This is an optimization exercise on Yosys and OpenROAD, whose aim is small area, a short achievable clock period and few clock cycles per item, not a production implementation.
The RTL was checked by simulation tests, not by an equivalence proof against the original design.
Power and IR drop assume default switching activity.

==> flow/design.v, too long to show whole: its modules and the start of the top module <==
// module dotproduct: 1566 lines
module dotproduct (
    input  logic         clk_i,
    input  logic         rst_ni,
    input  logic         start_i,
    input  logic [7:0]   nnz_i,
    input  logic [31:0]  a0_i, a1_i, a2_i, a3_i, a4_i,
                         a5_i, a6_i, a7_i, a8_i, a9_i,
    input  logic [31:0]  b0_i, b1_i, b2_i, b3_i, b4_i,
                         b5_i, b6_i, b7_i, b8_i, b9_i,
    input  logic [31:0]  c_i,
    output logic [63:0]  result_o,
    output logic         busy_o,
    output logic         result_valid_o,
    output logic [31:0]  cycle_count_o
);
  // ...
==> flow/flow/run.sh <==
#!/bin/bash
set -o pipefail
export BUFFER_PORTS_ARGS="-buffer_cell sky130_fd_sc_hd__buf_1"
bash standard.sh SETUP_SLACK_MARGIN=9.1 finish > standard.log 2>&1
==> flow/standard.sh <==
#!/bin/bash
# synth_recipe.tcl (not shown) runs the flow's synth.tcl, then flattens the netlist and writes it again
# the make line also repeats each setting of config.mk as NAME=value (left out here)
make -C /OpenROAD-flow-scripts/flow DESIGN_CONFIG=/design/flow/config.mk WORK_HOME=/design/flow/orfs CLKGATE_MAP_FILE= SYNTH_SCRIPT=/design/flow/synth_recipe.tcl "${@:-finish}"
==> flow/config.mk <==
export PLATFORM = sky130hd
export DESIGN_NAME = dotproduct
export DESIGN_NICKNAME = dotproduct
export VERILOG_FILES = /design/flow/design.v
export SDC_FILE = /design/flow/constraint.sdc
export NUM_CORES = 4
export LEC_CHECK = 0
export ABC_AREA = 1
export CAP_MARGIN = 50
export CORE_MARGIN = 2
export CORE_UTILIZATION = 40
export SLEW_MARGIN = 60
==> flow/constraint.sdc <==
create_clock -name core_clock -period 15.0 [get_ports {clk_i}]
set_input_delay 3.0000 -clock core_clock [delete_from_list [all_inputs] [get_ports {clk_i}]]
set_output_delay 3.0000 -clock core_clock [all_outputs]
set_load 0.01 [all_outputs]
==> impl_results.md, run 1 <==
- Grt met1 use: 0.5202
- Grt ovf: 0
- Status: finished clean
- Worst setup SP type: flip-flop
- Setup Skew: 11.33 ps
- Most frequent cells in the layout: nand2_1 (1,153), buf_1 (750), inv_1 (466)
- Critical Path RT: 12,000 ps
- Die area: 0.06900 mm²
- Synth area leaders: fa_1 (19%), nand2_1 (16%), xor2_1 (11%), dfxtp_1 (9.6%), inv_1 (7.0%)
- Multi-input gate share of the layout cell area: 0.6691
- Num rows: 94
- Layout cell share with drive strength beyond 1: 0.05534
- Dpl ws: 9016 ps
- Top cells by count, synth: nand2_1 (1,158), inv_1 (502), xor2_1 (323), nor2_1 (252), o22ai_1 (252)
- # setup viols final: 0
- Mean Syn Cell Area: 6.718 µm²
- Drt wl/cell: 26.11 µm
- Cells on worst reg2reg path: 23
- Max-slew violation count: 0
- Setup repair bufs after CTS: 3
- Hold Vio Cnt, Final: 0
- Routing usage on met2: 0.6199
- Worst r2r dst: bc[4]
- Setup ws final: 9211 ps
- VDD IR max: 0.00005781 V
- CORE AREA: 0.06598 mm²
- Hold EP: cnt_q[1]
- Worst-path cell chain: ha_1, ha_1, nand2_1, nor2_4, nand2_2, o21ai_4, inv_2, o21ai_4, nand3_1, o2111ai_2, nand4_1, xor2_1, buf_2
- Multi-input gate count: 3,077
- Largest family of logic cells by synthesized area: simple AND/OR/NAND/NOR gates
- Starting density of the core: 0.4056
- Cts repair resizes: 26
- Total track usage: 0.4036
- Switching power: 0.001122 W
- Hold Crit Class: reg2reg
- Pwr Total: 0.002406 W
- H-tree Lvls: 4
- Number of clock buffers in the layout: 21
- Critical path arrival: 2790 ps
Testbench counts, summed over its fixed seeds: cycles 18,851, items 2,400.
==> inputs of run 2 (changes only) <==
==> flow/flow/run.sh (replaced) <==
#!/bin/bash
set -o pipefail
export BUFFER_PORTS_ARGS="-buffer_cell sky130_fd_sc_hd__buf_1"
bash standard.sh SETUP_SLACK_MARGIN=9.4 finish > standard.log 2>&1
==> run 2 against run 1 <==
  * First-iteration DRC count increased by 0.92%
  * Largest cell class unchanged
  * Die area unchanged
  * Cell area increased by 4.4%
  * Sequential share of layout area decreased by 0.29 points
  * Maximum frequency increased by 3.4%
  * Clock power about the same
  * Worst hold slack got worse by 7.7 ps
  * Synthesized cell count unchanged
  * Critical path depth unchanged
  * Clock-buffer cell count unchanged
  * Combinational power increased by 9.7%
  * Sequential power increased by 2%
==> impl_results.md, run 2 <==
- Multiplexer share of the synthesized area: 0.001496 (unchanged)
- Top flop regs: acc x64, M x32, sel x10 (unchanged)
- Vias post-DR: 30,870 (was 30,410)
- Most frequent cells in the layout: nand2_1 (1,144), buf_1 (741), inv_1 (464) (was nand2_1 (1,153), buf_1 (750), inv_1 (466))
- Grt ovf: 0 (unchanged)
- Internal power: 0.001359 W (was 0.001284 W)
- Die Wd: 262.7 µm (unchanged)
- Top cells by count, synth: nand2_1 (1,158), inv_1 (502), xor2_1 (323), nor2_1 (252), o22ai_1 (252) (unchanged)
- Worst setup SP type: flip-flop (unchanged)
- Final period util: 0.3732 (was 0.3859)
- Die area: 0.06900 mm² (unchanged)
- Seq/Total Area, Yosys: 0.1134 (unchanged)
- Critical path arrival: 2600 ps (was 2790 ps)
- Relative slew slack: 0.6160 (was 0.5844)
- Layout Cells excl Fill: 5,510 (was 5,473)
- Critical Path End Type: primary output (unchanged)
- Synth async-reset ratio: 0.1224 (unchanged)
- Commonest non-fill, non-tap cell in the layout: nand2_1 (unchanged)
- Mapped Cells: 3,984 (unchanged)
- Unrepaired setup endpoints after global routing: true (unchanged)
- Crit-path max cell delay: 350 ps (was 360 ps)
- Starting DRT DRC Count: 3,629 (was 3,596)
- Global-route wire length before repair: 203,000 µm (was 202,400 µm)
- IO Pins: 781 (unchanged)
- NumNets Final: 5,661 (was 5,625)
- Num rows: 94 (unchanged)
- Synth Area in Simple Gates: 0.2661 (unchanged)
- Post-synthesis cell type count: 55 (unchanged)
- # setup viols final: 0 (unchanged)
- Max-slew violation count: 0 (unchanged)
- Switching Share: 0.4649 (was 0.4665)
- Post-synth top area share: 0.1877 (unchanged)
- Design Area, Final: 0.03257 mm² (was 0.03118 mm²)
- Post-CTS Hold Buffers: 0 (unchanged)
- Synth area leaders: fa_1 (19%), nand2_1 (16%), xor2_1 (11%), dfxtp_1 (9.6%), inv_1 (7.0%) (unchanged)
- Final WL: 145,500 µm (was 142,900 µm)
- Ys Warns: 1 (unchanged)
- Area added between synthesis and finish: 21.67% (was 16.50%)
- CTS root buffer: clkbuf_16 (unchanged)
- Status: finished clean (unchanged)
- Leak pwr: 15.86 nW (was 15.49 nW)
- Compound-Gate Fraction of Synth Area: 0.1405 (unchanged)
- Largest Register: acc (unchanged)
- Reg-to-reg setup timing slack: 9500 ps (was 9360 ps)
- Hold Crit Class: reg2reg (unchanged)
- Initial antenna violation count: 23 (unchanged)
- CTS tree: built (unchanged)
- ANT nets after route: 0 (unchanged)
- Hold Slack: 495.0 ps (was 502.7 ps)
- Critical Path RT: 12,000 ps (about the same)
- Count leader, synth: nand2_1 (unchanged)
- Synth area leader: fa_1 (unchanged)
- Largest net degree at the start of global routing: 95 (unchanged)
- H-tree Lvls: 4 (unchanged)
- Placed cells: 5,404 (unchanged)
- Combinational power share: 0.537 (was 0.517)
- Crit Path Max Fanout: 4 (was 5)
- Max Freq: 178.6 MHz (was 172.7 MHz)
- DRT Pass-1 Iters: 6 (unchanged)
- Setup Skew: 11.35 ps (was 11.33 ps)
- HPWL after detailed placement: 115,800 µm (unchanged)
- Post-synth top flop: dfxtp_1 (unchanged)
- Worst skew pair latency: 500 ps (was 490 ps)
- Clock power frac: 0.188 (was 0.198)
- Buffers & Inverters on Critical Path: 2 (unchanged)
- Mean Syn Cell Area: 6.718 µm² (unchanged)
- Worst-path cell chain: ha_4, ha_4, nand2_4, nor2_4, nand2_2, o21ai_4, inv_2, o21ai_4, nand3_2, o2111ai_4, nand4_1, xor2_1, buf_2 (was ha_1, ha_1, nand2_1, nor2_4, nand2_2, o21ai_4, inv_2, o21ai_4, nand3_1, o2111ai_2, nand4_1, xor2_1, buf_2)
- Die height: 262.7 µm (unchanged)
- Fill cell count: 7,042 (was 7,189)
- DRC viols: 0 (unchanged)
- Drt wl/cell: 26.41 µm (was 26.11 µm)
- VDD IR max: 0.00006345 V (was 0.00005781 V)
- Clock-pin slew on the worst setup and hold paths: 70 ps (about the same)
- Vias per cell: 5.603 (was 5.557)
- Switching power: 0.001180 W (was 0.001122 W)
- Cell area after synthesis: 0.02676 mm² (unchanged)
- Largest family of logic cells by synthesized area: simple AND/OR/NAND/NOR gates (unchanged)
- Port bufs: 752 (unchanged)
- Area share of fa/ha/maj cells after synthesis: 0.2410 (unchanged)
- CORE AREA: 0.06598 mm² (unchanged)
- Number of global-route vias before repair: 29,200 (was 29,090)
- Fin crit period: 5598 ps (was 5789 ps)
- Synthesized flop and latch total: 147 (unchanged)
- Total track usage: 0.4050 (was 0.4036)
- CTS buffer count: 17 (unchanged)
- Layout cell share with drive strength beyond 1: 0.09598 (was 0.05534)
- Clock buffer depth: 2 (unchanged)
- Synth Area in XOR/XNOR: 0.1113 (unchanged)
- Slowest CP cell: dfxtp_2 (unchanged)
- Placed inst area: 0.02989 mm² (unchanged)
- Sink Count: 147 (unchanged)
- Post-synth EDFFs: 0 (unchanged)
- Crit path max-delay family: compound AO/OA/AOI/OAI gates (was simple AND/OR/NAND/NOR gates)
- Crit Path Class: reg2out (unchanged)
- Hold Vio Cnt, Final: 0 (unchanged)
- Worst Max-Slew Pin Slew: 576.0 ps (was 616.8 ps)
- Max_cap viols: 0 (unchanged)
- PD cells: 77.97 mW/mm² (was 77.16 mW/mm²)
- GPL Wtd Cong: 1.007 (unchanged)
- Sequential Power Share: 0.276 (was 0.284)
- Starting density of the core: 0.4056 (unchanged)
- Setup TNS: 0 ps (unchanged)
- Max FFs per register: 64 (unchanged)
==> run 2: cell counts after synthesis <==
Identical to the previous run, type by type.
==> run 2: worst min-delay path: stages, from the launching register on <==
cell and delay [ps]:
dfrtp_1 350, nand2_1 50, o21ai_0 60
==> run 2: cell type report <==
cell class              instances  area (µm²)  share of cell area
diodes                         20       50.05            0.001537
inverters                     513        1984             0.06094
clock inverters                11       147.6            0.004534
well taps                     864        1081             0.03320
multi-input cells            3077       21640              0.6647
clock buffers                  21       493.0             0.01514
flip-flops and latches        147        3119             0.09579
repair buffers                857        4045              0.1242
==> run 2: cells by family after synthesis <==
| kind of cell | Yosys count |
|---|---|
| mux | 4 |
| other cells | 1 |
| simple gates | 1738 |
| compound gates | 602 |
| buf+inv | 787 |
| xor+xnor | 340 |
| flops | 147 |
| fa+ha+maj | 365 |
==> run 2: power by group through the flow <==
stage / clock network (W) / registers (W) / logic, W
finish: 0.000477 / 0.000700 / 0.00136
global route: 0.000495 / 0.000720 / 0.00153
CTS: 0.000482 / 0.000689 / 0.00123
detailed placement: 0 / 0.000691 / 0.00120
global placement: 0 / 0.000691 / 0.00118
floorplan: 0 / 0.000623 / 0.000853
==> run 2: through the flow <==
| stage | setup WS [ps] | total power [W] | util |
|---|---|---|---|
| detailed placement | 9016 | 0.001886 | 0.4531 |
| finish | 9402 | 0.002539 | 0.4936 |
| global route | 9252 | 0.002740 | 0.4932 |
| floorplan | 9491 | 0.001476 | - |
| global placement | 8697 | 0.001867 | 0.4507 |
| CTS | 9312 | 0.002402 | 0.4702 |
==> run 2: timing repair <==
item                       4_1_cts  5_1_grt
pin swaps                       15       67
setup endpoints to repair       55       50
resized for setup               96      270
cloned                           0        5
buffers inserted                16       30
==> run 2: worst paths after layout <==
path	startpoint	endpoint	depth (start not counted)
setup reg to reg	M[21]	acc[31]	24
min in group asynchronous	rst_ni	cnt_q[3]	2
hold / removal	cnt_q[1]	cnt_q[1]	2
hold reg to reg	cnt_q[1]	cnt_q[1]	2
max in group asynchronous	rst_ni	sel[0]	2
setup / recovery	bc[0]	result_o[62]	13
==> run 2: metal layers <==
metal  vias up  share of wire  global-route usage
li1      13960              -                   -
met1     14640           0.40              0.5231
met2      1942           0.43              0.6232
met3       327           0.11              0.1027
met4        12          0.059              0.2120
met5         -        0.00056                   0
==> inputs of run 3 (changes only) <==
==> flow/flow/run.sh (replaced) <==
#!/bin/bash
set -o pipefail
export BUFFER_PORTS_ARGS="-buffer_cell sky130_fd_sc_hd__buf_1"
bash standard.sh SYNTH_ARGS=-noabc SETUP_SLACK_MARGIN=9.5 finish > standard.log 2>&1
==> run 3 against run 2 <==
  * Global-route usage decreased by 0.72 points
  * Non-clock buffer count increased by 55
  * Critical path depth increased by 1
  * Sequential power increased by 4.3%
  * Synthesized cell count decreased by 7.7%
  * Synthesized area decreased by 3.7%
  * Sequential cell count unchanged
  * Power increased by 4.5%
  * Maximum frequency increased by 0.26%
  * Worst hold slack improved by 4.3 ps
==> impl_results.md, run 3 <==
- Synth area leaders: fa_1 (20%), nand2_1 (16%), xor2_1 (10%), dfxtp_1 (10%), o22ai_1 (6.1%) (was fa_1 (19%), nand2_1 (16%), xor2_1 (11%), dfxtp_1 (9.6%), inv_1 (7.0%))
- Crit-path max cell delay: 370 ps (was 350 ps)
- Ys Warns: 1 (unchanged)
- Synth area leader: fa_1 (unchanged)
- Largest Register: acc (unchanged)
- Vias per cell: 5.645 (was 5.603)
- Switching Share: 0.4776 (was 0.4649)
- Clock-pin slew on the worst setup and hold paths: 70 ps (about the same)
- Combinational power share: 0.564 (was 0.537)
- Leak pwr: 15.70 nW (was 15.86 nW)
- Vias post-DR: 29,610 (was 30,870)
- Reg2reg start: M[6] (was M[21])
- Synth Area in XOR/XNOR: 0.1105 (was 0.1113)
- Worst-path cell chain: ha_4, ha_4, nand3_4, nor2_4, a21oi_4, o21ai_2, nand2_2, o21ai_4, nand3_2, nand2_2, nand2_4, o21ai_4, xor2_1, buf_2 (was ha_4, ha_4, nand2_4, nor2_4, nand2_2, o21ai_4, inv_2, o21ai_4, nand3_2, o2111ai_4, nand4_1, xor2_1, buf_2)
- Compound-Gate Fraction of Synth Area: 0.1381 (was 0.1405)
- Hold Crit Class: reg2reg (unchanged)
- Count leader, synth: nand2_1 (unchanged)
- CTS buffer count: 17 (unchanged)
- Starting density of the core: 0.4019 (was 0.4056)
- HPWL after detailed placement: 108,200 µm (was 115,800 µm)
- Setup TNS: 0 ps (unchanged)
- Area share of fa/ha/maj cells after synthesis: 0.2560 (was 0.2410)
- Number of global-route vias before repair: 27,580 (was 29,200)
- Post-CTS Hold Buffers: 0 (unchanged)
- Max_cap viols: 0 (unchanged)
- Post-synth top flop: dfxtp_1 (unchanged)
- Sink Count: 147 (unchanged)
- Area added between synthesis and finish: 24.92% (was 21.67%)
- Post-synthesis cell type count: 55 (unchanged)
- Mean Syn Cell Area: 7.006 µm² (was 6.718 µm²)
- Clock power frac: 0.161 (was 0.188)
- CORE AREA: 0.06412 mm² (was 0.06598 mm²)
- Setup crit start: acc[8] (was bc[0])
- Critical Path End Type: primary output (unchanged)
- Die area: 0.06647 mm² (was 0.06900 mm²)
- Top cells by count, synth: nand2_1 (1,099), inv_1 (317), xor2_1 (303), fa_1 (257), o22ai_1 (250) (was nand2_1 (1,158), inv_1 (502), xor2_1 (323), nor2_1 (252), o22ai_1 (252))
- Max Freq: 179.1 MHz (was 178.6 MHz)
- Initial antenna violation count: 15 (was 23)
- Synth Area in Simple Gates: 0.2673 (was 0.2661)
- Multiplexer share of the synthesized area: 0.005827 (was 0.001496)
- PD cells: 82.44 mW/mm² (was 77.97 mW/mm²)
- DRC viols: 0 (unchanged)
- H-tree Lvls: 4 (unchanged)
- Switching power: 0.001267 W (was 0.001180 W)
- Crit Path Max Fanout: 3 (was 4)
- Grt ovf: 0 (unchanged)
- Max-slew violation count: 0 (unchanged)
- Critical path arrival: 2580 ps (was 2600 ps)
- DRT Pass-1 Iters: 6 (unchanged)
- Crit Path Class: reg2out (unchanged)
- CTS root buffer: clkbuf_16 (unchanged)
- Worst skew pair latency: 500 ps (about the same)
- Slowest CP cell: dfxtp_4 (was dfxtp_2)
- GPL Wtd Cong: 0.9778 (was 1.007)
- Global-route wire length before repair: 192,300 µm (was 203,000 µm)
- Die height: 257.8 µm (was 262.7 µm)
- Die Wd: 257.8 µm (was 262.7 µm)
- Port bufs: 752 (unchanged)
- Worst setup endpoint: result_o[52] (was result_o[62])
- Mapped Cells: 3,678 (was 3,984)
- Synthesized flop and latch total: 147 (unchanged)
- Cell area after synthesis: 0.02577 mm² (was 0.02676 mm²)
- Clock buffer depth: 2 (unchanged)
- Reg-to-reg setup timing slack: 9550 ps (was 9500 ps)
- CTS tree: built (unchanged)
- Sequential Power Share: 0.275 (was 0.276)
- Placed inst area: 0.02908 mm² (was 0.02989 mm²)
- Fill cell count: 6,615 (was 7,042)
- # setup viols final: 0 (unchanged)
- Final period util: 0.3722 (was 0.3732)
- VDD IR max: 0.00008596 V (was 0.00006345 V)
- Layout cell share with drive strength beyond 1: 0.1381 (was 0.09598)
- Worst r2r dst: acc[23] (was acc[31])
- Relative slew slack: 0.5444 (was 0.6160)
- Num rows: 93 (was 94)
- Most frequent cells in the layout: nand2_1 (1,084), buf_1 (736), xor2_1 (287) (was nand2_1 (1,144), buf_1 (741), inv_1 (464))
- Hold Vio Cnt, Final: 0 (unchanged)
- Top flop regs: acc x64, M x32, sel x10 (unchanged)
- Design Area, Final: 0.03219 mm² (was 0.03257 mm²)
- Post-synth top area share: 0.1997 (was 0.1877)
- Status: finished clean (unchanged)
- NumNets Final: 5,426 (was 5,661)
- Unrepaired setup endpoints after global routing: true (unchanged)
- Max FFs per register: 64 (unchanged)
- Final WL: 138,200 µm (was 145,500 µm)
- ANT nets after route: 0 (unchanged)
- Starting DRT DRC Count: 3,373 (was 3,629)
- Internal power: 0.001386 W (was 0.001359 W)
- Fin crit period: 5584 ps (was 5598 ps)
- Worst setup SP type: flip-flop (unchanged)
- Largest net degree at the start of global routing: 89 (was 95)
- Post-synth EDFFs: 0 (unchanged)
- Worst Max-Slew Pin Slew: 676.3 ps (was 576.0 ps)
- Drt wl/cell: 26.34 µm (was 26.41 µm)
- Synth async-reset ratio: 0.1224 (unchanged)
- Largest family of logic cells by synthesized area: simple AND/OR/NAND/NOR gates (unchanged)
- Seq/Total Area, Yosys: 0.1177 (was 0.1134)
- Total track usage: 0.3978 (was 0.4050)
- Cells on worst reg2reg path: 22 (was 24)
- Commonest non-fill, non-tap cell in the layout: nand2_1 (unchanged)
- Critical Path RT: 12,000 ps (about the same)
- Setup Skew: 24.48 ps (was 11.35 ps)
- IO Pins: 781 (unchanged)
-- run 3: cell count changes after synthesis, sizes merged, moves of 10 or more --
| cell | delta |
|---|---|
| a211oi | -12 |
| a21oi | -28 |
| buf | -19 |
| clkbuf | +12 |
| inv | -181 |
| mux2i | +11 |
| nand2 | -44 |
| nand3 | -54 |
| nand3b | -10 |
| nand4 | +10 |
| nor4 | +17 |
| xor2 | -20 |
-- run 3: area by class of cell --
class                      count  area, µm²  share of cell area
inverter                     331       1326             0.04120
clock inverter                13      118.9            0.003692
clock buffer                  18      429.2             0.01333
timing repair buffer         912       4507              0.1400
sequential                   147       3178             0.09873
antenna                        9      22.52           0.0006996
tap                          855       1070             0.03323
timing repair inverter         1      5.005           0.0001555
multi-input combinational   2960      21530              0.6690
-- run 3: metrics by stage --
stage | utilization | setup slack [ps] | total power [W] | cells | hold slack [ps]
detailed placement | 0.4536 | 8905 | 0.001982 | 5103 | 479.8
floorplan | - | 9583 | 0.001575 | 3705 | 345.4
global route | 0.5019 | 9213 | 0.002880 | 5242 | 538.9
global placement | 0.4486 | 8916 | 0.001970 | 5095 | 466.6
CTS | 0.4751 | 9243 | 0.002460 | 5172 | 498.1
finish | 0.5021 | 9416 | 0.002654 | 5246 | 499.3
-- run 3: how the worst min path moves through the flow --
stage                     depth (start not counted)      from  endpoint  slack, ps
after floorplan                                   0        ch        sh        350
after global routing                              2  cnt_q[2]  cnt_q[2]        540
after CTS                                         2  cnt_q[0]  cnt_q[0]        500
after global placement                            2  cnt_q[2]  cnt_q[2]        470
after detailed placement                          2  cnt_q[0]  cnt_q[0]        480
final                                             2  cnt_q[0]  cnt_q[0]        500
-- run 3: kinds of logic (layout without fill, tap and decap cells) --
family,Yosys count,count (layout)
buffers and inverters,598,1275
AOI/OAI and AO/OA,571,571
DFF,147,147
adders and majority gates,373,373
muxes,15,15
other,1,37
and+or+nand+nor,1648,1648
xor gates and xnor gates,325,325
-- run 3: worst max-delay path: cells and delay by family, from the launching register on --
kind | cells | cell delay (ps)
and+or+nand+nor | 6 | 570
AOI/OAI and AO/OA | 4 | 540
DFF | 1 | 370
adders and majority gates | 2 | 290
xor gates and xnor gates | 1 | 180
buffers and inverters | 1 | 150
-- run 3: power by group through the flow --
stage	combinational (W)	sequential [W]	clock, W
detailed placement	0.00127	0.000712	0
global route	0.00168	0.000750	0.000448
CTS	0.00132	0.000712	0.000431
floorplan	0.000939	0.000636	0
global placement	0.00126	0.000714	0
finish	0.00150	0.000730	0.000427
-- run 3: metal layers --
metal | up-vias | share of wire | global-route usage
li1 | 13320 | - | -
met1 | 14080 | 0.40 | 0.5238
met2 | 1898 | 0.44 | 0.6193
met3 | 308 | 0.11 | 0.09462
met4 | 8 | 0.054 | 0.1789
met5 | - | 0.00033 | 0
-- run 3: repair_timing --
action / 4_1_cts / 5_1_grt
gates cloned: 0 / 7
setup endpoints to repair: 61 / 52
resized for setup: 147 / 282
buffers inserted: 38 / 56
pin swaps: 39 / 133
==> inputs of run 4 (changes only) <==
==> flow/flow/run.sh (replaced) <==
#!/bin/bash
set -o pipefail
export BUFFER_PORTS_ARGS="-buffer_cell sky130_fd_sc_hd__buf_1"
bash standard.sh SYNTH_ARGS=-noabc SETUP_SLACK_MARGIN=9.0 finish > standard.log 2>&1
==> run 4 against run 3 <==
  * Core utilization decreased by 3.4 points
  * Maximum frequency decreased by 3.8%
  * Final cell count decreased by 1.8%
  * Sequential cell count unchanged
  * Synthesized cell count unchanged
  * Synthesized area unchanged
  * Critical path depth unchanged
  * Largest power group unchanged
==> impl_results.md, run 4 <==
- Status: finished clean (unchanged)
- Post-synth EDFFs: 0 (unchanged)
- CTS buffer count: 17 (unchanged)
- Seq/Total Area, Yosys: 0.1177 (unchanged)
- Drt wl/cell: 25.94 µm (was 26.34 µm)
- Starting DRT DRC Count: 3,356 (was 3,373)
- Multi-input gate area: 0.02056 mm² (was 0.02153 mm²)
- Largest net degree at the start of global routing: 89 (unchanged)
- Commonest non-fill, non-tap cell in the layout: nand2_1 (unchanged)
- DRC viols: 0 (unchanged)
- Num rows: 93 (unchanged)
- Hold Vio Cnt, Final: 0 (unchanged)
- Mapped Cells: 3,678 (unchanged)
- Ys Warns: 1 (unchanged)
- Synth area leaders: fa_1 (20%), nand2_1 (16%), xor2_1 (10%), dfxtp_1 (10%), o22ai_1 (6.1%) (unchanged)
- Post-synth top flop: dfxtp_1 (unchanged)
- Slowest CP cell: dfxtp_4 (unchanged)
- Post-synth top area share: 0.1997 (unchanged)
- Clock buffer depth: 2 (unchanged)
- Synth async-reset ratio: 0.1224 (unchanged)
- Total track usage: 0.3940 (was 0.3978)
- Sequential standard cell area: 0.003087 mm² (was 0.003178 mm²)
- Vias post-DR: 28,650 (was 29,610)
- Crit path max-delay family: compound AO/OA/AOI/OAI gates (was simple AND/OR/NAND/NOR gates)
- Die Wd: 257.8 µm (unchanged)
- Reg-to-reg setup timing slack: 9290 ps (was 9550 ps)
- Max FFs per register: 64 (unchanged)
- GPL Wtd Cong: 0.9778 (unchanged)
- Worst Max-Slew Pin Slew: 714.0 ps (was 676.3 ps)
- Largest Register: acc (unchanged)
- Max-slew violation count: 0 (unchanged)
- Number of global-route vias before repair: 27,290 (was 27,580)
- Grt ovf: 0 (unchanged)
- Count leader, synth: nand2_1 (unchanged)
- Die area: 0.06647 mm² (unchanged)
- Layout cell share with drive strength beyond 1: 0.06508 (was 0.1381)
- Setup TNS: 0 ps (unchanged)
- Worst-path cell chain: ha_4, ha_4, nand3_4, nor2_4, a21oi_4, o21ai_2, nand2_2, o21ai_4, nand3_2, nand2_2, nand2_1, o21ai_2, xor2_1, buf_2 (was ha_4, ha_4, nand3_4, nor2_4, a21oi_4, o21ai_2, nand2_2, o21ai_4, nand3_2, nand2_2, nand2_4, o21ai_4, xor2_1, buf_2)
- Initial antenna violation count: 16 (was 15)
- Port bufs: 752 (unchanged)
- PD cells: 81.19 mW/mm² (was 82.44 mW/mm²)
- DRT Pass-1 Iters: 5 (was 6)
- Die height: 257.8 µm (unchanged)
- Most frequent cells in the layout: nand2_1 (1,097), buf_1 (749), xor2_1 (299) (was nand2_1 (1,084), buf_1 (736), xor2_1 (287))
- Crit Path Class: reg2out (unchanged)
- Sink Count: 147 (unchanged)
- Max Freq: 172.2 MHz (was 179.1 MHz)
- Post-synthesis cell type count: 55 (unchanged)
- Crit Path Max Fanout: 5 (was 3)
- Synthesized flop and latch total: 147 (unchanged)
- Synth area leader: fa_1 (unchanged)
- Final period util: 0.3870 (was 0.3722)
- Relative slew slack: 0.5190 (was 0.5444)
- VDD IR max: 0.00008549 V (was 0.00008596 V)
- Worst setup SP type: flip-flop (unchanged)
- Critical Path End Type: primary output (unchanged)
- Top flop regs: acc x64, M x32, sel x10 (unchanged)
- Buffers & Inverters on Critical Path: 1 (unchanged)
- H-tree Lvls: 4 (unchanged)
- Fill cell count: 6,879 (was 6,615)
- Final WL: 133,600 µm (was 138,200 µm)
- Global-route wire length before repair: 190,400 µm (was 192,300 µm)
- CTS tree: built (unchanged)
- Area added between synthesis and finish: 16.51% (was 24.92%)
- Critical Path RT: 12,000 ps (about the same)
- Hold Slack: 502.3 ps (was 499.3 ps)
- Starting density of the core: 0.4019 (unchanged)
- Hold Crit Class: reg2reg (unchanged)
- Critical path arrival: 2810 ps (was 2580 ps)
- CORE AREA: 0.06412 mm² (unchanged)
- Post-CTS Hold Buffers: 0 (unchanged)
- Max_cap viols: 0 (unchanged)
- Mean Syn Cell Area: 7.006 µm² (unchanged)
- Clock-pin slew on the worst setup and hold paths: 70 ps (about the same)
- NumNets Final: 5,331 (was 5,426)
- Setup Skew: 23.45 ps (was 24.48 ps)
- Top cells by count, synth: nand2_1 (1,099), inv_1 (317), xor2_1 (303), fa_1 (257), o22ai_1 (250) (unchanged)
- Leak pwr: 15.02 nW (was 15.70 nW)
- Fin crit period: 5806 ps (was 5584 ps)
- CTS root buffer: clkbuf_16 (unchanged)
- Crit-path max cell delay: 380 ps (was 370 ps)
- Cell area after synthesis: 0.02577 mm² (unchanged)
- Unrepaired setup endpoints after global routing: true (unchanged)
- Worst skew pair latency: 500 ps (about the same)
- # setup viols final: 0 (unchanged)
- IO Pins: 781 (unchanged)
- ANT nets after route: 0 (unchanged)
- HPWL after detailed placement: 108,200 µm (unchanged)
- Vias per cell: 5.562 (was 5.645)
==> run 4: power by group <==
| group | switching [W] | internal [W] |
|---|---|---|
| Clock | 0.000209 | 0.000217 |
| Sequential | 0.000198 | 0.000514 |
| Combinational | 0.000766 | 0.000533 |
==> run 4: path summary, 6_finish.rpt <==
kind / startpoint / endpoint / cells past startpoint
max in group asynchronous: rst_ni / sel[0] / 2
worst min register to register: cnt_q[0] / cnt_q[0] / 2
worst max register to register: bneg[0] / bc[4] / 24
min in group asynchronous: rst_ni / cnt_q[0] / 2
worst max-delay path: bc[0] / result_o[52] / 14
worst min-delay path: cnt_q[0] / cnt_q[0] / 2
==> run 4: repair_timing <==
item,CTS,global route
gates resized for setup,7,54
setup buffers,2,4
gates cloned,0,0
pin swaps,3,5
endpoints found under the setup margin,4,23
==> run 4: cells by family after synthesis <==
group           count (synthesis)  synth area share
mux                            15          0.005827
buf+inv                       598            0.1044
xor+xnor                      325            0.1105
flops                         147            0.1177
other cells                     1         0.0001455
simple gates                 1648            0.2673
compound gates                571            0.1381
fa+ha+maj                     373            0.2560
==> run 4: per-layer routing <==
layer / up-vias / share of wire / routed length (µm) / track usage
met3: 248 / 0.096 / 12890 / 0.08795
met4: 12 / 0.052 / 6926 / 0.1808
met2: 1693 / 0.44 / 58900 / 0.6114
met1: 13570 / 0.41 / 54810 / 0.5226
met5: - / 0.00051 / 68 / 0
li1: 13130 / - / - / -
==> run 4: stage by stage <==
stage | area, µm² | cells | utilization | power, W | setup WS, ps
6_report | 30020 | 5151 | 0.4683 | 0.002438 | 9194
4_1_cts | 29680 | 5136 | 0.4629 | 0.002417 | 8960
5_1_grt | 30020 | 5149 | 0.4682 | 0.002667 | 8925
3_3_place_gp | 28760 | 5095 | 0.4486 | 0.001970 | 8916
3_5_place_dp | 29080 | 5103 | 0.4536 | 0.001982 | 8905
2_1_floorplan | 25870 | 3705 | - | 0.001575 | 9583
==> run 4: layout make-up <==
class / count / share of cell area
diodes: 9 / 0.0007502
clock buffers: 18 / 0.01429
clock inverters: 13 / 0.003959
inverters: 331 / 0.04180
multi-input cells: 2960 / 0.6849
flip-flops and latches: 147 / 0.1028
well taps: 855 / 0.03563
repair buffers: 818 / 0.1158
==> run 4: tightest hold or removal path, stage by stage, from the launching register on <==
cell,delay (ps)
dfrtp_1,360
nand2_1,50
o21ai_0,60
==> inputs of run 5 (changes only) <==
==> flow/flow/run.sh (replaced) <==
#!/bin/bash
set -o pipefail
export BUFFER_PORTS_ARGS="-buffer_cell sky130_fd_sc_hd__buf_1"
bash standard.sh SYNTH_ARGS=-noabc SETUP_SLACK_MARGIN=9.35 finish > standard.log 2>&1
==> run 5 against run 4 <==
  * Largest cell class unchanged
  * Core utilization increased by 1.7 points
  * Routed wire length increased by 2.2%
  * Clock-buffer cell count unchanged
  * Largest power group unchanged
  * Via count increased by 2.0%
  * Final cell count increased by 0.95%
  * Still clean on timing, DRC and antenna
  * Clock power about the same
  * Worst hold slack got worse by 2.0 ps
  * Critical path depth decreased by 4
  * Highest routed layer unchanged
  * Synthesized cell count unchanged
  * First-iteration DRC count increased by 6.6%
  * Cell area increased by 3.6%
==> impl_results.md, run 5 <==
- Synthesized flop and latch total: 147 (unchanged)
- Die height: 257.8 µm (unchanged)
- Post-synth EDFFs: 0 (unchanged)
- Mean Syn Cell Area: 7.006 µm² (unchanged)
- Clock-pin slew on the worst setup and hold paths: 80 ps (was 70 ps)
- Hold Crit Class: reg2reg (unchanged)
- Port bufs: 752 (unchanged)
- Count leader, synth: nand2_1 (unchanged)
- Unrepaired setup endpoints after global routing: true (unchanged)
- Worst Max-Slew Pin Slew: 679.6 ps (was 714.0 ps)
- Hold Vio Cnt, Final: 0 (unchanged)
- Fin crit period: 5603 ps (was 5806 ps)
- ANT nets after route: 0 (unchanged)
- CTS buffer count: 17 (unchanged)
- VDD IR max: 0.00008608 V (was 0.00008549 V)
- Clock buffer depth: 2 (unchanged)
- Area added between synthesis and finish: 20.74% (was 16.51%)
- Top cells by count, synth: nand2_1 (1,099), inv_1 (317), xor2_1 (303), fa_1 (257), o22ai_1 (250) (unchanged)
- CTS tree: built (unchanged)
- Pwr Total: 0.002528 W (was 0.002438 W)
- Setup TNS: 0 ps (unchanged)
- Starting DRT DRC Count: 3,578 (was 3,356)
- Setup ws final: 9397 ps (was 9194 ps)
- Num rows: 93 (unchanged)
- H-tree Lvls: 4 (unchanged)
- Worst setup SP type: flip-flop (unchanged)
- Layout cell share with drive strength beyond 1: 0.1031 (was 0.06508)
- Post-synthesis cell type count: 55 (unchanged)
- Crit Path Class: reg2out (unchanged)
- Layout Cells excl Fill: 5,200 (was 5,151)
- Synth async-reset ratio: 0.1224 (unchanged)
- Synth area leader: fa_1 (unchanged)
- Grt ovf: 0 (unchanged)
- Worst skew pair latency: 500 ps (about the same)
- Sink Count: 147 (unchanged)
- Final WL: 136,500 µm (was 133,600 µm)
- Max FFs per register: 64 (unchanged)
- Max_cap viols: 0 (unchanged)
- Max-slew violation count: 0 (unchanged)
- Setup Skew: 25.40 ps (was 23.45 ps)
- CTS root buffer: clkbuf_16 (unchanged)
- CORE AREA: 0.06412 mm² (unchanged)
- Max Freq: 178.5 MHz (was 172.2 MHz)
- Initial antenna violation count: 14 (was 16)
- # setup viols final: 0 (unchanged)
- Commonest non-fill, non-tap cell in the layout: nand2_1 (unchanged)
- GPL Wtd Cong: 0.9778 (unchanged)
- Total track usage: 0.3965 (was 0.3940)
- Vias per cell: 5.618 (was 5.562)
- Die Wd: 257.8 µm (unchanged)
- Reg2reg start: M[15] (was bneg[0])
- Most frequent cells in the layout: nand2_1 (1,094), buf_1 (741), xor2_1 (292) (was nand2_1 (1,097), buf_1 (749), xor2_1 (299))
- Synth area leaders: fa_1 (20%), nand2_1 (16%), xor2_1 (10%), dfxtp_1 (10%), o22ai_1 (6.1%) (unchanged)
- Cell area after synthesis: 0.02577 mm² (unchanged)
- Status: finished clean (unchanged)
- Drt wl/cell: 26.24 µm (was 25.94 µm)
- PD cells: 81.24 mW/mm² (was 81.19 mW/mm²)
- Post-synth top area share: 0.1997 (unchanged)
- Top flop regs: acc x64, M x32, sel x10 (unchanged)
- Global-route wire length before repair: 191,700 µm (was 190,400 µm)
- Mapped Cells: 3,678 (unchanged)
- Leak pwr: 15.36 nW (was 15.02 nW)
- Final period util: 0.3735 (was 0.3870)
- HP Start: cnt_q[0] (unchanged)
- HPWL after detailed placement: 108,200 µm (unchanged)
- Starting density of the core: 0.4019 (unchanged)
- Setup crit start: bc[1] (was bc[0])
- Die area: 0.06647 mm² (unchanged)
- NumNets Final: 5,379 (was 5,331)
- Critical Path RT: 12,000 ps (about the same)
- Critical path arrival: 2600 ps (was 2810 ps)
- Largest Register: acc (unchanged)
- Vias post-DR: 29,210 (was 28,650)
- DRT Pass-1 Iters: 8 (was 5)
- Number of global-route vias before repair: 27,490 (was 27,290)
- Dpl ws: 8905 ps (unchanged)
- IO Pins: 781 (unchanged)
- Largest net degree at the start of global routing: 89 (unchanged)
- DRC viols: 0 (unchanged)
- Crit Path Max Fanout: 3 (was 5)
- Placed cells: 5,103 (unchanged)
- Relative slew slack: 0.5456 (was 0.5190)
- Critical Path End Type: primary output (unchanged)
- Seq/Total Area, Yosys: 0.1177 (unchanged)
- Final core utilization: 0.4853 (was 0.4683)
- Post-synth top flop: dfxtp_1 (unchanged)
- Ys Warns: 1 (unchanged)
[run 5: cell counts after synthesis]
Identical to the previous run, type by type.
[run 5: through the flow]
step	hold WS (ps)	instance area, µm²
after global placement	466.6	28760
after floorplan	345.4	25870
after CTS	498.1	30080
after detailed placement	479.8	29080
final	500.3	31110
after global routing	538.9	31100
[run 5: cell type report]
| cell class | count | area (µm²) |
|---|---|---|
| multi-input cells | 2960 | 21000 |
| clock buffers | 18 | 429.2 |
| clock inverters | 13 | 118.9 |
| repair buffers | 866 | 4028 |
| inverters | 331 | 1308 |
| diodes | 10 | 25.02 |
| fillers | 6770 | 33000 |
| flip-flops and latches | 147 | 3132 |
| well taps | 855 | 1070 |
[run 5: cell families after synthesis]
kind of cell,count (synthesis),share of synthesized area
compound gates,571,0.1381
xor+xnor,325,0.1105
fa+ha+maj,373,0.2560
buf+inv,598,0.1044
flops,147,0.1177
mux,15,0.005827
other cells,1,0.0001455
simple gates,1648,0.2673
[run 5: worst paths after layout]
path / end / slack [ps] / cells past startpoint
worst max-delay path: result_o[23] / 9400 / 10
worst min-delay path: cnt_q[0] / 500 / 2
worst max register to register: acc[23] / 9500 / 22
worst min register to register: cnt_q[0] / 500 / 2
max in group asynchronous: sel[0] / 12250 / 2
min in group asynchronous: cnt_q[0] / 2460 / 2
[run 5: metal layers]
metal  track usage  vias to the layer above  share of wire
met2        0.6174                     1845           0.44
met3       0.08294                      305           0.10
met4        0.1789                       10          0.055
li1              -                    13210              -
met1        0.5289                    13840           0.40
met5             0                        -         0.0016
[run 5: what timing repair did]
item | CTS | global route
hold endpoints to repair | 0 | 0
resized for setup | 65 | 196
gates cloned | 0 | 4
pin swaps | 19 | 61
endpoints found under the setup margin | 43 | 42
hold buffers | 0 | 0
buffers inserted | 25 | 25
[run 5: critical path, stage by stage, from the launching register on]
cell	delay [ps]
dfxtp_2	350
ha_4	300
inv_1	60
nor3_1	170
nand2_1	140
o21ai_4	260
buf_6	140
nand3_1	90
nand3b_1	230
xnor2_2	210
buf_2	160
[run 5: where the power goes]
| group | internal, W | switching [W] | leakage (nW) |
|---|---|---|---|
| Clock | 0.000217 | 0.000212 | 0.269 |
| Combinational | 0.000579 | 0.000796 | 13.8 |
| Sequential | 0.000521 | 0.000204 | 1.29 |
| Total | 0.00132 | 0.00121 | 15.4 |
==> inputs of run 6 (changes only) <==
==> flow/flow/run.sh (replaced) <==
#!/bin/bash
set -o pipefail
export BUFFER_PORTS_ARGS="-buffer_cell sky130_fd_sc_hd__buf_1"
bash standard.sh SYNTH_ARGS=-noabc SETUP_SLACK_MARGIN=9.25 finish > standard.log 2>&1
==> run 6 against run 5 <==
  * Synthesized cell count unchanged
  * Critical path depth up 2
  * Synthesized area unchanged
  * Cell area fell by 1.0%
  * Non-clock buffer count decreased by 12
  * Global-route usage is 0.071 points lower
  * First-iteration DRC count grew 1.7%
  * Critical path type unchanged
  * Highest routed layer unchanged
==> impl_results.md, run 6 <==
- Status: finished clean (unchanged)
- Synthesized flop and latch total: 147 (unchanged)
- Placed cells: 5,103 (unchanged)
- Die area: 0.06647 mm² (unchanged)
- Fill cell count: 6,786 (was 6,770)
- Max_cap viols: 0 (unchanged)
- Grt ovf: 0 (unchanged)
- Top cell by count, worst path: inv_1
- Layout cell share with drive strength beyond 1: 0.08952 (was 0.1031)
- Post-CTS Hold Buffers: 0 (unchanged)
- Largest net degree at the start of global routing: 89 (unchanged)
- Die height: 257.8 µm (unchanged)
- Global-route wire length before repair: 191,200 µm (was 191,700 µm)
- Max FFs per register: 64 (unchanged)
- Count leader, synth: nand2_1 (unchanged)
- DRC viols: 0 (unchanged)
- Critical Path RT: 12,000 ps (about the same)
- HPWL after detailed placement: 108,200 µm (unchanged)
- Starting DRT DRC Count: 3,640 (was 3,578)
- Vias per cell: 5.591 (was 5.618)
- Die Wd: 257.8 µm (unchanged)
- Worst skew pair latency: 510 ps (was 500 ps)
- Synth area leaders: fa_1 (20%), nand2_1 (16%), xor2_1 (10%), dfxtp_1 (10%), o22ai_1 (6.1%) (unchanged)
- Post-synth EDFFs: 0 (unchanged)
- Vias post-DR: 29,010 (was 29,210)
- Clock buffer depth: 2 (unchanged)
- Sink Count: 147 (unchanged)
- DRT Pass-1 Iters: 6 (was 8)
- Max Freq: 176.7 MHz (was 178.5 MHz)
- Area added between synthesis and finish: 19.51% (was 20.74%)
- ANT nets after route: 0 (unchanged)
- Mapped Cells: 3,678 (unchanged)
- Cell area after synthesis: 0.02577 mm² (unchanged)
- CTS buffer count: 17 (unchanged)
- Final WL: 135,000 µm (was 136,500 µm)
- NumNets Final: 5,367 (was 5,379)
- Design Area, Final: 0.03080 mm² (was 0.03111 mm²)
- # setup viols final: 0 (unchanged)
- GPL Wtd Cong: 0.9778 (unchanged)
- Post-synthesis cell type count: 55 (unchanged)
- CTS root buffer: clkbuf_16 (unchanged)
- Critical path arrival: 2660 ps (was 2600 ps)
- Layout Cells excl Fill: 5,188 (was 5,200)
- Fin crit period: 5659 ps (was 5603 ps)
- CORE AREA: 0.06412 mm² (unchanged)
- Initial antenna violation count: 15 (was 14)
- Buffers & Inverters on Critical Path: 4 (was 3)
- Reg2reg start: M[15] (unchanged)
- Top cells by count, synth: nand2_1 (1,099), inv_1 (317), xor2_1 (303), fa_1 (257), o22ai_1 (250) (unchanged)
- Max-slew violation count: 0 (unchanged)
- IO Pins: 781 (unchanged)
- Most frequent cells in the layout: nand2_1 (1,095), buf_1 (748), xor2_1 (294) (was nand2_1 (1,094), buf_1 (741), xor2_1 (292))
- Setup Skew: 26.17 ps (was 25.40 ps)
- Clock-pin slew on the worst setup and hold paths: 80 ps (about the same)
- Leak pwr: 15.27 nW (was 15.36 nW)
- Drt wl/cell: 26.03 µm (was 26.24 µm)
- Setup crit start: bc[1] (unchanged)
- Critical Path End Type: primary output (unchanged)
- Worst setup SP type: flip-flop (unchanged)
- Synth area leader: fa_1 (unchanged)
- Ys Warns: 1 (unchanged)
- Crit Path Class: reg2out (unchanged)
- Starting density of the core: 0.4019 (unchanged)
- VDD IR max: 0.00008639 V (was 0.00008608 V)
- Worst Max-Slew Pin Slew: 672.8 ps (was 679.6 ps)
- Total track usage: 0.3958 (was 0.3965)
- HP Start: cnt_q[0] (unchanged)
- Placed inst area: 0.02908 mm² (unchanged)
- Number of global-route vias before repair: 27,370 (was 27,490)
- Post-synth top area share: 0.1997 (unchanged)
- Seq/Total Area, Yosys: 0.1177 (unchanged)
- Crit-path max cell delay: 360 ps (was 350 ps)
- Crit path max-delay family: compound AO/OA/AOI/OAI gates (was simple AND/OR/NAND/NOR gates)
- Crit Path Max Fanout: 4 (was 3)
- Port bufs: 752 (unchanged)
- Setup TNS: 0 ps (unchanged)
- Synth async-reset ratio: 0.1224 (unchanged)
- Num rows: 93 (unchanged)
- Post-synth top flop: dfxtp_1 (unchanged)
- H-tree Lvls: 4 (unchanged)
- Relative slew slack: 0.5467 (was 0.5456)
- Hold Vio Cnt, Final: 0 (unchanged)
- Worst-path cell chain: ha_4, inv_1, nor3_1, a21o_1, a21oi_4, o21ai_2, inv_2, o21ai_4, inv_1, o21bai_4, xor2_1, buf_1 (was ha_4, inv_1, nor3_1, nand2_1, o21ai_4, buf_6, nand3_1, nand3b_1, xnor2_2, buf_2)
- Hold Crit Class: reg2reg (unchanged)
- Final period util: 0.3772 (was 0.3735)
- Slowest CP cell: dfxtp_2 (unchanged)
- Unrepaired setup endpoints after global routing: true (unchanged)
- CTS tree: built (unchanged)
- Top flop regs: acc x64, M x32, sel x10 (unchanged)
- Mean Syn Cell Area: 7.006 µm² (unchanged)
- Commonest non-fill, non-tap cell in the layout: nand2_1 (unchanged)
- PD cells: 80.95 mW/mm² (was 81.24 mW/mm²)
- Largest Register: acc (unchanged)
## run 6: cell count changes in the layout (fill, tap and decap cells not counted), moves of 8 or more
cell     previous run  this run
buf_4              73        65
o22ai_2            23        13
dfxtp_2            34        25
o21ai_1            21        13
o22ai_1           227       237
dfxtp_1            90       100
o21ai_0           134       145
## run 6: layout make-up
type	instances	area, µm²	share of cell area
Multi-Input combinational cell	2960	20840	0.6766
Timing Repair Buffer	854	3904	0.1268
Sequential cell	147	3117	0.1012
Inverter	331	1296	0.04209
Tap cell	855	1070	0.03474
Clock buffer	18	429.2	0.01394
Clock inverter	13	118.9	0.003860
Antenna cell	10	25.02	0.0008125
## run 6: what timing repair did
item / in CTS / in global routing
buffers inserted: 16 / 23
gates cloned: 0 / 2
setup endpoints to repair: 33 / 29
resized for setup: 34 / 158
pin swaps: 8 / 49
## run 6: metrics by stage
step	total power, W	hold WS (ps)	worst slack (ps)	util
CTS	0.002433	498.1	9220	0.4665
global placement	0.001970	466.6	8916	0.4486
global route	0.002721	539.2	9115	0.4802
floorplan	0.001575	345.4	9583	-
detailed placement	0.001982	479.8	8905	0.4536
finish	0.002493	501.2	9341	0.4803
## run 6: worst paths after layout
check | to | slack [ps] | cells after the start
worst max-delay path | result_o[49] | 9340 | 12
worst min-delay path | cnt_q[0] | 500 | 2
worst max register to register | acc[23] | 9420 | 22
worst min register to register | cnt_q[0] | 500 | 2
max in group asynchronous | sel[0] | 12250 | 2
min in group asynchronous | cnt_q[0] | 2460 | 2
## run 6: metal layers
layer / track usage / up-vias / part of all wire
met5: 0 / - / 0.00040
met4: 0.1822 / 10 / 0.051
met3: 0.07970 / 258 / 0.096
met2: 0.6144 / 1763 / 0.44
met1: 0.5300 / 13780 / 0.41
li1: - / 13200 / -
## run 6: worst register-to-register path, delay by kind of cell (launching register included)
family | cells | cell delay [ps]
compound gates | 5 | 570
xor+xnor | 2 | 340
fa+ha+maj | 6 | 3020
buf+inv | 2 | 410
flops | 1 | 310
simple gates | 7 | 780
## run 6: power by group
part / internal (W) / switching [W] / leakage, nW
Combinational: 0.000558 / 0.000787 / 13.7
Sequential: 0.000519 / 0.000201 / 1.29
Clock: 0.000217 / 0.000212 / 0.269
Total: 0.00129 / 0.00120 / 15.3
## run 6: kinds of logic (layout without fill, tap and decap cells)
group,Yosys count,in the layout,share of synthesized area
and+or+nand+nor,1648,1648,0.2673
buffers and inverters,598,1216,0.1044
AOI/OAI and AO/OA,571,571,0.1381
adders and majority gates,373,373,0.2560
xor gates and xnor gates,325,325,0.1105
DFF,147,147,0.1177
muxes,15,15,0.005827
other,1,38,0.0001455

==> what the ideal ports hide <==
The results above use ideal ports. As a check the final layouts listed here were re-extracted and re-timed, cells and wires unchanged. Step 1 (the two cells are an assumption about what drives the block):
set clk [get_ports {clk_i}]
set_driving_cell -lib_cell sky130_fd_sc_hd__clkbuf_16 $clk
set_driving_cell -lib_cell sky130_fd_sc_hd__buf_2 [delete_from_list [all_inputs] $clk]
Step 2 also shifts input and output timing later by t, the mid clock arrival at the registers, as if the neighbouring blocks saw the same clock. Slacks: no drivers / after step 1 / after step 2; pairs: no drivers / after step 1.
run | t (ns) | setup slack, ns | worst hold slack (ns) | slew at the worst register clock pin (ns) | cell pins on the clock port's net
run 1 | 0.546 | 9.211 / 9.151 / 9.112 | 0.503 / 0.503 / 0.503 | 0.07 / 0.07 | 1
run 2 | 0.550 | 9.402 / 9.343 / 9.098 | 0.495 / 0.495 / 0.495 | 0.07 / 0.07 | 1
run 3 | 0.554 | 9.416 / 9.353 / 9.261 | 0.499 / 0.499 / 0.499 | 0.09 / 0.09 | 1
run 4 | 0.553 | 9.194 / 9.130 / 9.277 | 0.502 / 0.502 / 0.502 | 0.09 / 0.09 | 1
run 5 | 0.551 | 9.397 / 9.336 / 9.229 | 0.500 / 0.500 / 0.500 | 0.09 / 0.09 | 1
run 6 | 0.555 | 9.341 / 9.279 / 9.262 | 0.501 / 0.501 / 0.501 | 0.09 / 0.09 | 1
After both steps setup and hold are still met in every run listed. The setup slack of run 2, which loses most, moves by -0.059 ns with the drivers and by -0.304 ns with both steps.
